Background: an optimization exercise with open tools, aiming at small area, a short achievable clock period and few clock cycles. Do not read the settings as production practice.
RTL that was checked went through simulation tests only; none was proved equivalent to the original.

==> trial 12 <==
Design mvm, start of the top module:
module mvm #(
    parameter NUM_OLANES = 8
)(
    input clk,
    input rst,
    output [7:0] o_vec_raddr,
    input  [63:0] i_vec_rdata,
    output [8:0] o_mat_raddr,
    input  [NUM_OLANES*64-1:0] i_mat_rdata,
    input i_start,
    input [7:0] i_vec_start_addr,
    input [8:0] i_vec_num_words,
    input [8:0] i_mat_start_addr,
    input [9:0] i_mat_num_rows_per_olane,
    output o_busy,
    output [NUM_OLANES*32-1:0] o_result,
    output o_valid
);
==> module lane, before the edit <==
module lane (
    input clk,
    input [63:0] v,
    input [63:0] m,
    input first,
    output [26:0] sum
);
wire [129:0] y0;
reg  [129:0] r0;
wire [40:0] y1;
reg  [40:0] r1;
wire [26:0] nxt_s, nxt_c;
reg  [26:0] acc_s, acc_c, sum_r;
lane_s0 s0 (.v(v), .m(m), .y(y0));
lane_s1 s1 (.x(r0), .y(y1));
lane_acc sa (.x(r1), .first(first), .acc_s(acc_s), .acc_c(acc_c), .nxt_s(nxt_s), .nxt_c(nxt_c));
always @(posedge clk) begin
    r0 <= y0;
    r1 <= y1;
    acc_s <= nxt_s;
    acc_c <= nxt_c;
    sum_r <= ~(acc_s + acc_c + 1'b1);    
end
assign sum = sum_r;
endmodule
export LEC_CHECK = 0
export CAP_MARGIN = 20
export CORE_MARGIN = 2
export CORE_UTILIZATION = 65
export PLACE_DENSITY = 0.75
export SETUP_SLACK_MARGIN = 3.4
export SLEW_MARGIN = 20
export SYNTH_HIERARCHICAL = 1
export SYNTH_MINIMUM_KEEP_SIZE = 0
create_clock -name core_clock -period 6.0 [get_ports {clk}]
standard.sh (not shown) runs the stock make flow with config.mk's settings and CLKGATE_MAP_FILE= SYNTH_SCRIPT=/design/flow/synth_recipe.tcl, a recipe that flattens the netlist after the stock synthesis.
==> flow/flow/run.sh <==
#!/bin/bash
# Layout: the standard flow (standard.sh, unchanged synthesis and steps),
# except that the input and output ports are buffered with plain buffers
# (buf_1, resized later by the flow as timing needs) instead of the delay-type
# buffer the placer picks by default.  make's full output goes to
# standard.log; each ORFS step keeps its own log under orfs/logs/.
set -uo pipefail
export BUFFER_PORTS_ARGS="-buffer_cell sky130_fd_sc_hd__buf_1"
bash standard.sh > standard.log 2>&1
status=$?
tail -n 40 standard.log
exit $status
==> inputs of build 28, as changes to trial 12 <==
--- a/flow/design.v
+++ b/flow/design.v
@@ -1190,4 +1190,5 @@
 reg  [40:0] r1;
 wire [26:0] nxt_s, nxt_c;
+wire [27:0] sum_p = {acc_s, 1'b1} + {acc_c, 1'b1};
 reg  [26:0] acc_s, acc_c, sum_r;
 lane_s0 s0 (.v(v), .m(m), .y(y0));
@@ -1199,5 +1200,5 @@
     acc_s <= nxt_s;
     acc_c <= nxt_c;
-    sum_r <= ~(acc_s + acc_c + 1'b1);    
+    sum_r <= ~sum_p[27:1];
 end
 assign sum = sum_r;
- CORE_UTILIZATION: 65 -> 50
- CTS_BUF_LIST: default -> sky130_fd_sc_hd__clkbuf_8
- PLACE_DENSITY: 0.75 -> 0.65
- SETUP_SLACK_MARGIN: 3.4 -> 3.0
==> impl_metrics.json <==
{
  "root_buffer": "clkbuf_8",
  "grt_max_degree": 117,
  "overflow": 0,
  "grt_pass1_vias": 126100,
  "die_h_um": 581.2,
  "initial_core_util": 0.5032,
  "fp.dieW_um": 581.2,
  "cts_resized": 121,
  "track_usage": 0.3713,
  "status": "finished clean",
  "post-place-ws_ns": 1.312,
  "dp_hpwl_um": 467000,
  "post_dp_cell_area_um2": 181700,
  "core.rowCount": 211,
  "cts_buffers": 383,
  "placed_cells": 18540
}
Source of the figures above: build 28

==> impl_metrics.json <==
{
  "status": "did not finish",
  "core.rowCount": 185,
  "cts_resized": 2309,
  "post_dp_cell_area_um2": 183200,
  "fp.dieW_um": 510.3,
  "stop_error": "[ERROR GRT-0116] Global routing finished with congestion. Check the congestion regions in the DRC Viewer.",
  "lastStage": "5_1_grt",
  "track_usage": 0.7107,
  "post-place-ws_ns": 1.253,
  "grt_max_degree": 166
}
Source of the figures above: trial 12

Testbench counts of build 28, summed over its fixed seeds: cycles 28,914.
For trial 12, only the layout was checked, not whether the RTL still works.

[separate check: timing with driven ports]
No port has a modelled driver above. Below, the same layout with a new extraction and two added sets of constraints.
Step 1 sets driving cells, clkbuf_16 on the clock port and buf_2 on the other inputs (assumed; they add their load-dependent delay and slew).
Step 2 adds t to the input delays and takes it off the output delays; t is the mean of the earliest and latest rising clock arrival at the registers after step 1. Input paths then give back, and output paths get back, about the clock's delay inside the block.
Slacks: ideal / step 1 / step 2; pairs: ideal / step 1.
run: build 28
t (ns): 1.233
setup WS [ns]: 2.899 / 2.838 / 1.605
slew at the worst register clock pin (ns): 0.08 / 0.08
After both steps build 28 still meets setup and hold. The setup slack of build 28 moves by -0.061 ns with the drivers and by -1.294 ns with both steps.
